What follows belongs to an exercise in optimizing a design on an open flow for small area; a production flow would make more cautious choices. The RTL was checked by simulation tests, not by an equivalence proof against the original design.

--- flow/run.sh ---
#!/bin/bash
# synth_recipe.tcl (not shown) runs the flow's synth.tcl, then flattens the netlist and writes it again
# the make line also repeats each setting of config.mk as NAME=value (left out here)
make -C /OpenROAD-flow-scripts/flow DESIGN_CONFIG=/design/flow/config.mk WORK_HOME=/design/flow/orfs CLKGATE_MAP_FILE= SYNTH_SCRIPT=/design/flow/synth_recipe.tcl finish
--- flow/config.mk ---
export PLATFORM = sky130hd
export DESIGN_NAME = cordic
export DESIGN_NICKNAME = cordic
export VERILOG_FILES = /design/flow/design.v
export SDC_FILE = /design/flow/constraint.sdc
export NUM_CORES = 4
export LEC_CHECK = 0
export CAP_MARGIN = 20
export CORE_MARGIN = 2
export CORE_UTILIZATION = 40
export SLEW_MARGIN = 20
--- flow/constraint.sdc ---
create_clock -name core_clock -period 6.0 [get_ports {clk}]
set_input_delay 1.2000 -clock core_clock [delete_from_list [all_inputs] [get_ports {clk}]]
set_output_delay 1.2000 -clock core_clock [all_outputs]
set_load 0.01 [all_outputs]
--- flow/design.v ---
module CU (clk, reset, xin, yin, qin, mode, delq, shift, xout, yout, qout);
    parameter width = 'd16;
    input clk, reset, mode;
    input signed [width-1:0] xin, yin, qin, delq;
    input [3:0] shift;
    output reg signed [width-1:0] xout, yout, qout;
	wire m; 
    reg signed [width-1:0] x, y, q;
    assign m = mode ? (~y[width-1]):q[width-1];
    always @(posedge clk or posedge reset)
        begin
            if (reset)
                begin
                    x <= 'h0;
                    y <= 'h0;
                    q <= 'h0;
                end
            else
                begin
                    x <= xin;
                    y <= yin;
                    q <= qin;
                end
        end
    always@ (*)
        begin
          if (m)
                begin
                    xout = x + (y>>>shift);
                    yout = y - (x>>>shift);
                    qout = q + delq;
                end
            else 
                begin
                    xout = x - (y>>>shift);
                    yout = y + (x>>>shift);
                    qout = q - delq;
                end
        end
endmodule
module cordic (clk, reset, x, y, q, mode, cosq, sinq, qout);
    parameter width = 'd16;
    input clk, reset, mode;
    input signed [width-1:0] x, y, q;
    output signed [width-1:0] cosq, sinq, qout;
    wire [15:0] xw [0:15];
    wire [15:0] yw [0:15];
    wire [15:0] qw [0:15];
  CU CU0 (.clk(clk), .reset(reset), .xin(x), .yin(y), .qin(q), .mode(mode), .delq(16'h3244), .shift(4'b0000), .xout(xw[0]), .yout(yw[0]), .qout(qw[0]));    
  CU CU1 (.clk(clk), .reset(reset), .xin(xw[0]), .yin(yw[0]), .qin(qw[0]), .mode(mode), .delq(16'h1DAC), .shift(4'b0001), .xout(xw[1]), .yout(yw[1]), .qout(qw[1]));
  CU CU2 (.clk(clk), .reset(reset), .xin(xw[1]), .yin(yw[1]), .qin(qw[1]), .mode(mode), .delq(16'h0FAE), .shift(4'b0010), .xout(xw[2]), .yout(yw[2]), .qout(qw[2]));
  CU CU3 (.clk(clk), .reset(reset), .xin(xw[2]), .yin(yw[2]), .qin(qw[2]), .mode(mode), .delq(16'h07F5), .shift(4'b0011), .xout(xw[3]), .yout(yw[3]), .qout(qw[3]));
  CU CU4 (.clk(clk), .reset(reset), .xin(xw[3]), .yin(yw[3]), .qin(qw[3]), .mode(mode), .delq(16'h03FF), .shift(4'b0100), .xout(xw[4]), .yout(yw[4]), .qout(qw[4]));  
  CU CU5 (.clk(clk), .reset(reset), .xin(xw[4]), .yin(yw[4]), .qin(qw[4]), .mode(mode), .delq(16'h0200), .shift(4'b0101), .xout(xw[5]), .yout(yw[5]), .qout(qw[5]));
  CU CU6 (.clk(clk), .reset(reset), .xin(xw[5]), .yin(yw[5]), .qin(qw[5]), .mode(mode), .delq(16'h0100), .shift(4'b0110), .xout(xw[6]), .yout(yw[6]), .qout(qw[6]));
  CU CU7 (.clk(clk), .reset(reset), .xin(xw[6]), .yin(yw[6]), .qin(qw[6]), .mode(mode), .delq(16'h0080), .shift(4'b0111), .xout(xw[7]), .yout(yw[7]), .qout(qw[7]));
  CU CU8 (.clk(clk), .reset(reset), .xin(xw[7]), .yin(yw[7]), .qin(qw[7]), .mode(mode), .delq(16'h0040), .shift(4'b1000), .xout(xw[8]), .yout(yw[8]), .qout(qw[8]));
  CU CU9 (.clk(clk), .reset(reset), .xin(xw[8]), .yin(yw[8]), .qin(qw[8]), .mode(mode), .delq(16'h0020), .shift(4'b1001), .xout(xw[9]), .yout(yw[9]), .qout(qw[9]));
  CU CU10 (.clk(clk), .reset(reset), .xin(xw[9]), .yin(yw[9]), .qin(qw[9]), .mode(mode), .delq(16'h0010), .shift(4'b1010), .xout(xw[10]), .yout(yw[10]), .qout(qw[10]));
  CU CU11 (.clk(clk), .reset(reset), .xin(xw[10]), .yin(yw[10]), .qin(qw[10]), .mode(mode), .delq(16'h0008), .shift(4'b1011), .xout(xw[11]), .yout(yw[11]), .qout(qw[11]));
  CU CU12 (.clk(clk), .reset(reset), .xin(xw[11]), .yin(yw[11]), .qin(qw[11]), .mode(mode), .delq(16'h0004), .shift(4'b1100), .xout(xw[12]), .yout(yw[12]), .qout(qw[12]));
  CU CU13 (.clk(clk), .reset(reset), .xin(xw[12]), .yin(yw[12]), .qin(qw[12]), .mode(mode), .delq(16'h0002), .shift(4'b1101), .xout(xw[13]), .yout(yw[13]), .qout(qw[13]));
  CU CU14 (.clk(clk), .reset(reset), .xin(xw[13]), .yin(yw[13]), .qin(qw[13]), .mode(mode), .delq(16'h0001), .shift(4'b1110), .xout(xw[14]), .yout(yw[14]), .qout(qw[14]));
  CU CU15 (.clk(clk), .reset(reset), .xin(xw[14]), .yin(yw[14]), .qin(qw[14]), .mode(mode), .delq(16'h0000), .shift(4'b1111), .xout(xw[15]), .yout(yw[15]), .qout(qw[15]));
    assign cosq = xw[15];
    assign sinq = yw[15];
    assign qout = qw[15];
endmodule
==> metrics.md <==
| Metric | Value |
|---|---|
| Die Width | `369.6 µm` |
| Cell variety after synth | `98` |
| Setup slack after layout | `405.0 ps` |
| Post-synthesis register bit count | `767` |
| Chip height | `369.6 µm` |
| Delay-heaviest family, CP | `compound AO/OA/AOI/OAI gates` |
| Area contributors post-synth | `dfrtp_1 (36%), ha_1 (17%), xnor2_1 (8.5%)` |
| Final Hold Violating Endpoints | `0` |
| Register area share after synthesis | `0.3589` |
| Drt pass-1 iters | `5` |
| WL/cell | `15.97 µm` |
| R2R Path Start | `CU11.y[15]` |
| Crit-path max cell delay | `550 ps` |
| CP cell instances | `buf_2 -> or2_2 -> inv_1 -> ha_1 -> a21o_1 -> a21oi_1 -> o21ai_0 -> nand3_1 -> nand3_1 -> a311o_1 -> a21oi_1 -> xnor2_1 -> clkdlybuf4s50_1` |
| Status | `finished clean` |
| Slew Limit Headroom | `0.4047` |
| Synth Warn # | `2` |
| Worst slack at placement | `397.6 ps` |
| Pin count of the biggest net entering global routing | `172` |
| TritonCTS clock tree | `built` |
| FMAX | `0.1787 GHz` |
| Post-synth ARST share | `1.000` |
| Clock Sinks | `767` |
| Total routed wirelength | `120.1 mm` |
| Cts hold-fix bufs | `0` |
| Setup skew after layout | `38.64 ps` |
| GRT Util Overall | `0.1764` |
| Cells after synthesis | `5,500` |
| Clk buf depth | `3` |
| Prevailing post-synth register cell | `dfrtp_1` |
| Worst-Margin Slew | `892.9 ps` |
| Crit path depth | `13` |
| Worst-path maximum fanout | `9` |
| Grt met2 use | `0.3228` |
| R2r worst-path depth | `13` |
| Post-CTS Setup Inserts | `0` |
| DR vias/cell | `5.251` |
| Port Buffers | `98` |
| Min cycle time layout | `5595 ps` |
| Dpl hpwl | `95.03 mm` |
| Hold Path Class | `reg -> reg` |
| N_diodes | `0` |
| Gr busiest metal | `met2` |
| IO Pins | `99` |
| Crit path to | `cosq[15]` |
| Initial DRC count | `2,047` |
| Post-CTS resize count | `0` |
| Total CTS buffers | `92` |
| Clock root cell | `clkbuf_16` |
| Met1 Usage GRT | `0.2160` |
| Initial antenna violation count | `0` |
| Total grt overflow | `0` |
| R2R setup slack | `1940 ps` |
| Max Slew Vio Count | `0` |
| Synth top area share | `0.3589` |
| Final Cycle Share | `0.9325` |
| EDFF count, synth | `0` |
| Critical Path AT | `4400 ps` |
| Worst path bufs/invs | `3` |
| CP endpoint kind | `output port` |
| Row Count | `134` |
| Avg Cell Area, Syn | `9.723 µm²` |
| Synthesized area | `53,480 µm²` |
| Die ar. | `136,600 µm²` |
| Grt met3 use | `0.02371` |
| Max-cap violations | `0` |
| Crit-path slowest cell | `clkdlybuf4s50_1` |
| ANT nets after route | `0` |
| H-tree depth | `3` |
| Clock-pin slew on the worst setup and hold paths | `50 ps` |
| Syn nets | `6,339` |
| Clk Latency, worst-skew pair | `690 ps` |
| Remaining DRCs | `0` |
| Reg2reg end | `CU12.x[14]` |
| RSZ-0062 raised after global routing | `no` |
| GPL Wtd Cong | `0.8803` |
| Layout area overhead | `12.22%` |
| WP data required | `4800 ps` |
| Initial core utilization | `0.4017` |
| Nets | `6,515` |
| DR vias | `39,490` |
| Final setup violation count | `0` |
| CP startpoint | `mode` |
| Setup Crit Path Kind | `in -> out` |
| Core area | `133,100 µm²` |
| Vias in the first global route | `39,450` |
| Area leader, netlist | `dfrtp_1` |
| Crit start category | `primary input` |
| First-pass GRT wire length | `198.5 mm` |
| Share of cells above drive strength 1 | `0.04920` |
logic make-up after synthesis:
group / synth area share
AO/OA/AOI/OAI: 0.1834
multiplexers: 0.008095
XOR/XNOR: 0.1248
buffers and inverters: 0.03044
adder cells (fa/ha/maj): 0.1911
flip-flops: 0.3589
AND/OR/NAND/NOR: 0.1032
worst reg2reg max path: cells and delay by family, from the launching register on:
family / cells / cell delay (ps)
mux: 1 / 490
compound gates: 8 / 1690
xor+xnor: 1 / 140
fa+ha+maj: 1 / 470
buf+inv: 2 / 700
flops: 1 / 480
layout by cell type, fill, tap and decap left out, types with 26 or more instances in the layout:
cell	n
nor2b_1	74
a21o_1	197
buf_4	37
a31oi_1	53
xnor2_1	516
and2_1	26
a211oi_1	36
a21oi_1	547
o21ai_1	31
o21bai_1	87
mux2i_1	31
nor3_1	118
inv_1	362
o21a_1	69
dfrtp_1	767
nor2_1	381
nand3_1	57
ha_1	740
clkdlybuf4s50_1	97
clkbuf_16	93
o31ai_1	43
o21ai_0	270
xor2_1	240
fa_1	48
nand2_1	278
nand2b_1	72
cell usage after synthesis (all sizes together), types with 23 or more instances:
library cell  count
a211oi           40
a21o            197
a21oi           557
a31oi            53
and2             26
clkbuf           38
dfrtp           767
fa               48
ha              740
inv             367
mux2i            32
nand2           279
nand2b           74
nand3            57
nand4            23
nor2            383
nor2b            74
nor3            119
nor4             23
o211ai           25
o21a             69
o21ai           303
o21bai           87
o31ai            43
or3              25
xnor2           516
xor2            242
how the worst min path moves through the flow:
stage / slack, ps / startpoint / to / cells after the start
final: 340 / CU7.q[4] / CU8.q[4] / 0
after global routing: 340 / CU7.q[1] / CU8.q[1] / 0
after floorplan: 330 / CU0.q[0] / CU1.q[0] / 0
after CTS: 330 / CU7.q[4] / CU8.q[4] / 0
after global placement: 330 / CU6.q[1] / CU7.q[1] / 0
after detailed placement: 330 / CU11.q[2] / CU12.q[2] / 0
area by class of cell:
class / instances / area, µm²
inverters: 373 / 1404
clock buffers: 129 / 2663
multi-input cells: 4303 / 32680
well taps: 1768 / 2212
flip-flops and latches: 767 / 19190
clock inverters: 41 / 528.0
repair buffers: 139 / 1334
fillers: 12780 / 73110
metal layers:
metal | vias to the layer above | share of wire
met2 | 566 | 0.51
met3 | 175 | 0.031
met5 | - | 0
li1 | 19810 | -
met1 | 18940 | 0.44
met4 | 0 | 0.023
per-stage QoR:
stage	TNS, ps	utilization	cells	hold slack, ps	area, µm²
global placement	0	0.4268	7350	334.8	56820
global route	0	0.4508	7520	339.2	60010
finish	0	0.4508	7520	335.9	60010
floorplan	-4386580	-	5500	331.2	53480
detailed placement	0	0.4268	7350	334.7	56820
CTS	0	0.4508	7520	332.7	60010

afterwards: timing with drivers on the ports:
The results above use ideal ports. As a check the final layout listed here was re-extracted and re-timed, cells and wires unchanged. Step 1: set_driving_cell puts a clkbuf_16 on clk and a buf_2 on each other input, an assumption about the parent block. Step 2, shift: input delay + t, output delay - t, t = (earliest + latest rising clock arrival at the registers) / 2. This alone moves slack from input paths to output paths. Slacks: ideal / step 1 / step 2; pairs: ideal / step 1.
t, ns: 0.751
setup slack, ns: 0.405 / 0.383 / 0.383
worst setup path at the end: input to output
worst slew at a driven data input, ns: 0.05
cell pins on the clock port's net: 1
After both steps setup and hold are still met in this run. For this run, drivers alone change the setup slack by -0.022 ns; drivers and shift together by -0.022 ns.
